Context: an optimization exercise on an open-source flow, tuned for small area, a short achievable clock period and few clock cycles. The choices shown serve that exercise and are no tape-out recipe. At most, simulation tests tie the RTL to the original design; equivalence was not proved. Power and IR drop assume default switching activity.

run 1:
Design is_prime, start of the top module:
module is_prime
#(
    parameter WIDTH = 32
) (
    input clk,
    input rst_n,
    input valid_i,
    output ready_i,
    input [WIDTH-1:0] number,
    output reg result,
    output valid_o,
    input ready_o
);
Size in the first run: ~39 I/O pins, about 17000 um2 of cells after synthesis.
Settings: LEC_CHECK=0, ABC_CLOCK_PERIOD_IN_PS=3000, CAP_MARGIN=20, CORE_MARGIN=2, CORE_UTILIZATION=40, CTS_BUF_LIST=sky130_fd_sc_hd__clkbuf_4 sky130_fd_sc_hd__clkbuf_8, CTS_CLUSTER_DIAMETER=40, CTS_CLUSTER_SIZE=12, SETUP_SLACK_MARGIN=1.3, SLEW_MARGIN=20; clock period 5.0 ns.
run.sh (not shown) runs the stock make flow with config.mk's settings and CLKGATE_MAP_FILE= SYNTH_SCRIPT=/design/flow/synth_recipe.tcl, a recipe that flattens the netlist after the stock synthesis.
Run 1 | status: complete | timing, DRC, antenna: pass
The following lists how run 2 was set up differently from run 1:
# run 1
export LEC_CHECK = 0
export ABC_CLOCK_PERIOD_IN_PS = 3000
export CAP_MARGIN = 20
export CORE_MARGIN = 2
export CORE_UTILIZATION = 40
export CTS_BUF_LIST = sky130_fd_sc_hd__clkbuf_4 sky130_fd_sc_hd__clkbuf_8
export CTS_CLUSTER_DIAMETER = 40
export CTS_CLUSTER_SIZE = 12
export SETUP_SLACK_MARGIN = 1.3
export SLEW_MARGIN = 20
create_clock -name core_clock -period 5.0 [get_ports {clk}]
# run 2
export LEC_CHECK = 0
export ABC_CLOCK_PERIOD_IN_PS = 3000
export CAP_MARGIN = 20
export CORE_MARGIN = 2
export CORE_UTILIZATION = 40
export SETUP_SLACK_MARGIN = 1.3
export SLEW_MARGIN = 20
create_clock -name core_clock -period 5.0 [get_ports {clk}]
--- outcome ---
Worst slew margin relative to its limit: run 2 vs run 1, no meaningful difference. Run 2 reports its beginning of the critical path as nneg while run 1 reports npos. Against run 1, run 2 comes in 1.1% lower on final net count. Compared to run 1, run 2 has latest clock arrival within the worst-skew pair 0.03 ns lower. Reported for run 1 and run 2, number of sequential storage elements turned out identical to the last digit.
Input changes introduced in run 3 (baseline for comparison: run 2):
# run 2
export LEC_CHECK = 0
export ABC_CLOCK_PERIOD_IN_PS = 3000
export CAP_MARGIN = 20
export CORE_MARGIN = 2
export CORE_UTILIZATION = 40
export SETUP_SLACK_MARGIN = 1.3
export SLEW_MARGIN = 20
create_clock -name core_clock -period 5.0 [get_ports {clk}]
# run 3
export LEC_CHECK = 0
export ABC_CLOCK_PERIOD_IN_PS = 3000
export CAP_MARGIN = 20
export CORE_MARGIN = 2
export CORE_UTILIZATION = 40
export CTS_BUF_LIST = sky130_fd_sc_hd__clkbuf_8
export CTS_CLUSTER_DIAMETER = 60
export CTS_CLUSTER_SIZE = 16
export SETUP_SLACK_MARGIN = 1.3
export SLEW_MARGIN = 20
create_clock -name core_clock -period 5.0 [get_ports {clk}]
==> comparison <==
Run 3 | status: complete | timing, DRC, antenna: pass
Lower global-route track usage on met2 was reported by run 3, not run 2.
Compare run 2 and run 3 | non-clock buffer count higher: run 3
Run 3 vs run 2, sequential share of layout area went up by 0.52 points.
The share of power burned in the clock network number comes out lower for run 3 vs run 2.
From run 2 to run 3 the numbers moved as follows: combined flip-flop and latch cell area roughly the same, routed wire length now sits at about the same level, worst setup slack dropped 0.035 ns.
Relative to run 2, the total power measured on run 3 has decreased by a few percent.
No functional check of the RTL was part of any run of this note.

========
is_prime, a different RTL version from the one above (not shown whole).
Size: ~1700 cells after synthesis, roughly 230 flip-flops, ~39 I/O pins.
## is_prime
module is_prime
#(
    parameter WIDTH = 32
) (
    input clk,
    input rst_n,
    input valid_i,
    output ready_i,
    input [WIDTH-1:0] number,
    output reg result,
    output valid_o,
    input ready_o
);
make LEC_CHECK=0 ABC_CLOCK_PERIOD_IN_PS=2500 CAP_MARGIN=20 CORE_MARGIN=2 CORE_UTILIZATION=40 SETUP_SLACK_MARGIN=2.2 SLEW_MARGIN=20 finish   # period 5.0 ns
The first run went through all stages and came out clean.
Next try:
--- a/flow/config.mk
+++ b/flow/config.mk
@@ -8 +8 @@
-export ABC_CLOCK_PERIOD_IN_PS = 2500
+export ABC_CLOCK_PERIOD_IN_PS = 3000
@@ -12 +12 @@
-export SETUP_SLACK_MARGIN = 2.2
+export SETUP_SLACK_MARGIN = 1.7
=> Sequential cell count does not change; worst setup slack is better by 0.037 ns; wire length fell by 11%.
No run of this note included a check of the RTL's function; only the layout flow was run.

========
is_prime, a different RTL version from the one above (not shown whole).
Size in the first run: about 1700 cells after synthesis, ~250 flip-flops, ~39 I/O pins, roughly 0.017 sq mm of cells after synthesis.
Settings: LEC_CHECK=0, ABC_CLOCK_PERIOD_IN_PS=3000, CAP_MARGIN=20, CORE_MARGIN=2, CORE_UTILIZATION=40, SETUP_SLACK_MARGIN=1.3, SLEW_MARGIN=20; clock period 5.0 ns.
The starting point produced a clean layout.
Testbench counts at the start, summed over its fixed seeds: cycles 36,633.
Change:
SETUP_SLACK_MARGIN = 1.7   (was 1.3)
Effect: Core utilization rises by 3.0 points; maximum frequency rises by 4.1%; register-to-register slack gets better by 0.14 ns; die area does not change; hold slack barely changes; critical path depth rises by 1; final area rises by 6.6%; total power rises by 6.8%.

========
== Q ==
is_prime, a different RTL version from the one above (not shown whole).
For scale: roughly 1800 cells after synthesis, about 270 flip-flops, ~0.018 mm^2 of cells after synthesis.
export LEC_CHECK = 0
export ABC_CLOCK_PERIOD_IN_PS = 3000
export CAP_MARGIN = 20
export CORE_MARGIN = 2
export CORE_UTILIZATION = 40
export CTS_BUF_LIST = sky130_fd_sc_hd__clkbuf_8
export CTS_CLUSTER_DIAMETER = 60
export CTS_CLUSTER_SIZE = 16
export SETUP_SLACK_MARGIN = 1.7
export SLEW_MARGIN = 20
create_clock -name core_clock -period 5.0 [get_ports {clk}]
Having completed the whole flow, Q delivered a layout that passed the timing, DRC and antenna checks.
Testbench counts of Q, summed over its fixed seeds: cycles 28,683.
Here is what was changed in the inputs of P compared with Q.
# Q
export LEC_CHECK = 0
export ABC_CLOCK_PERIOD_IN_PS = 3000
export CAP_MARGIN = 20
export CORE_MARGIN = 2
export CORE_UTILIZATION = 40
export CTS_BUF_LIST = sky130_fd_sc_hd__clkbuf_8
export CTS_CLUSTER_DIAMETER = 60
export CTS_CLUSTER_SIZE = 16
export SETUP_SLACK_MARGIN = 1.7
export SLEW_MARGIN = 20
create_clock -name core_clock -period 5.0 [get_ports {clk}]
# P
export LEC_CHECK = 0
export ABC_CLOCK_PERIOD_IN_PS = 3000
export CAP_MARGIN = 20
export CORE_MARGIN = 2
export CORE_UTILIZATION = 40
export CTS_BUF_LIST = sky130_fd_sc_hd__clkbuf_8
export CTS_CLUSTER_DIAMETER = 60
export CTS_CLUSTER_SIZE = 16
export SETUP_SLACK_MARGIN = 2.0
export SLEW_MARGIN = 20
create_clock -name core_clock -period 5.0 [get_ports {clk}]
- edfxtp_1 as the slowest cell on the critical path was reported by Q, and a221o_2 by P.
- In the reports for Q and P, the larger count of inverters other than clock inverters in the layout belongs to P.
- Per the comparison of P with Q, final cell count without fillers up 35, share of total power in combinational logic up 1.8 points, total power draw up 6.8%, combinational power up about 11%, critical path required time down 0.06 ns.
- As far as mux contribution to synthesized area goes, P and Q are indistinguishable; the numbers are identical.
- Comparing Q and P, the higher final period utilization is on P.
- P against Q: count of instances resized after the clock tree is built grew by 250%, total routed wirelength grew by 1.6%.

========
is_prime, a different RTL version from the one above (not shown whole).
Size in the first run: ~1,600 cells after synthesis, ~250 flip-flops, roughly 17,000 um2 of cells after synthesis.
make LEC_CHECK=0 ABC_CLOCK_PERIOD_IN_PS=3000 CAP_MARGIN=20 CORE_MARGIN=2 CORE_UTILIZATION=40 CTS_BUF_LIST=sky130_fd_sc_hd__clkbuf_8 CTS_CLUSTER_DIAMETER=60 CTS_CLUSTER_SIZE=16 SETUP_SLACK_MARGIN=1.7 SLEW_MARGIN=20 finish   # period 5.0 ns
The baseline completed without violations.
Testbench counts at the start, summed over its fixed seeds: cycles 37,394.
Then changed:
- SETUP_SLACK_MARGIN: 1.7 -> 1.5
Worst hold slack gets better by 0.015 ns.
Final area decreases by 2.4%.
Maximum frequency decreases by 2.3%.
Die area stays the same.
Utilization decreases by 1.1 points.
Then changed:
- SETUP_SLACK_MARGIN: 1.5 -> 1.3
Core utilization falls by 0.84 points.
First-iteration DRC count is higher by 8.9%.
Wire length went down by 0.88%.
Clock-buffer cell count goes up by 4.
Then changed:
- CTS_BUF_LIST: sky130_fd_sc_hd__clkbuf_8 -> not set
- CTS_CLUSTER_DIAMETER: 60 -> not set
- CTS_CLUSTER_SIZE: 16 -> not set
Register-to-register slack barely changes.
Synthesized cell count stays the same.
Sequential power stays flat.
Non-clock buffer count is unchanged.

========
== job 8003 ==
is_prime with an RTL version that a note above also has.
For scale: ~270 flip-flops, roughly 39 I/O pins, about 18,000 µm² of cells after synthesis.
clock: 5.0 ns
lec_check: 0
abc_clock_period_in_ps: 3000
cap_margin: 10
core_margin: 2
core_utilization: 40
cts_buf_list: sky130_fd_sc_hd__clkbuf_8
cts_cluster_diameter: 60
cts_cluster_size: 16
setup_slack_margin: 1.7
slew_margin: 10
Job 8003 | status: complete | timing, DRC, antenna: pass
Testbench counts of job 8003, summed over its fixed seeds: cycles 28,683.
diff inputs: job 8003 => job 8637
Settings: changing SLEW_MARGIN from 10 to 20; changing SETUP_SLACK_MARGIN from 1.7 to 1.3; changing CAP_MARGIN from 10 to 20.
[summary]
- Both conditions hold for job 8637: the flow ran to the end and the final layout passed the timing, DRC and antenna checks.
- In job 8637, the clock power came out about 8% above the value in job 8003.
- Between job 8637 and job 8003, it is job 8637 whose wire length is lower, by 4.6%.
- | power | job 8637 vs job 8003 | 4.0% lower |
- Job 8637 against job 8003: flip-flop and latch area flat; flip-flop and latch count about even; worst setup slack lower; cell-internal power shrank by about 4%.
- Taking job 8003 as the reference, in job 8637 number of hold buffers added after CTS flat, transition at the pin with the smallest max-transition slack dropped 0.079 ns.
Here is what was changed in the inputs of job 2526 compared with job 8637.
Settings: SLEW_MARGIN now 0, was 20; CAP_MARGIN now 0, was 20; SETUP_SLACK_MARGIN now 1.7, was 1.3.
Notes after the runs:
- Job 2526 reached the end of the flow, and the finished layout is clean on the timing, DRC and antenna checks.
- Job 2526 reports a lower total of fill cells in the finished design than job 8637 does.
- Diff job 8637 -> job 2526: internal power consumption picked up an extra about 4.4%; period utilization lost 4.5 points; ratio of cells with drive above 1 in the final layout picked up an extra 5.0 points.
- For job 8637, the launch point of the worst path was npos, unlike job 2526, where it was x[2].
Modified inputs, job 2840 compared to job 2526
Settings: changing SLEW_MARGIN from 0 to 20; changing CORE_UTILIZATION from 40 to 50; changing CAP_MARGIN from 0 to 20.
==> comparison <==
Relative to job 2526, post-route worst setup slack has gone down in job 2840. In job 2840 the overall routing resource usage turned out 5.5 points higher than in job 2526. Job 2526 ended up with x[23] as its end point of the critical path; job 2840 ended up with x[32]. Diff job 2840..job 2526 | design area | negligible. Sort job 2526 and job 2840 by sum of net half-perimeters after detailed placement asc -> top: job 2840. Between job 2526 and job 2840, the number of buffers and inverters on the critical path is higher for job 2840.

[static timing again, ports no longer ideal]
How much do the figures lean on ideal ports? The routed layouts below were timed once more, with nothing changed but the port constraints.
Step 1 sets driving cells, clkbuf_16 on the clock port and buf_2 on the other inputs (assumed; they add their load-dependent delay and slew).
Step 2 also shifts input and output timing later by t, the mid clock arrival at the registers, as if the neighbouring blocks saw the same clock.
Three values: no drivers, after step 1, after step 2; two values: the first two.
run	shift t [ns]	setup WS [ns]	latest minus earliest clock arrival (ns)
run 1	0.661	1.487 / 1.487 / 1.058	0.020 / 0.019
run 2	0.633	1.494 / 1.494 / 1.056	0.017 / 0.017
run 3	0.678	1.459 / 1.459 / 1.044	0.030 / 0.029
the first run of note 2	0.635	0.446 / 0.446 / 0.446	0.038 / 0.038
the second run of note 2	0.637	0.483 / 0.483 / 0.483	0.010 / 0.011
the first run of note 3	0.615	1.384 / 1.384 / 1.384	0.012 / 0.013
the second run of note 3	0.629	1.528 / 1.528 / 1.424	0.019 / 0.019
Q	0.691	1.710 / 1.710 / 1.377	0.042 / 0.042
P	0.697	1.693 / 1.693 / 1.465	0.067 / 0.066
the first run of note 5	0.677	1.684 / 1.684 / 1.426	0.029 / 0.029
the second run of note 5	0.667	1.607 / 1.607 / 1.517	0.049 / 0.049
the third run of note 5	0.679	1.506 / 1.506 / 1.506	0.029 / 0.028
the fourth run of note 5	0.619	1.514 / 1.514 / 1.514	0.014 / 0.014
job 8003	0.691	1.710 / 1.710 / 1.377	0.042 / 0.042
job 8637	0.700	1.487 / 1.487 / 1.166	0.034 / 0.035
job 2526	0.691	1.710 / 1.710 / 1.377	0.042 / 0.042
job 2840	0.698	1.691 / 1.691 / 1.373	0.028 / 0.028
After both steps every run listed still meets setup and hold. The setup slack of run 2, which loses most, moves by 0.000 ns with the drivers and by -0.438 ns with both steps.
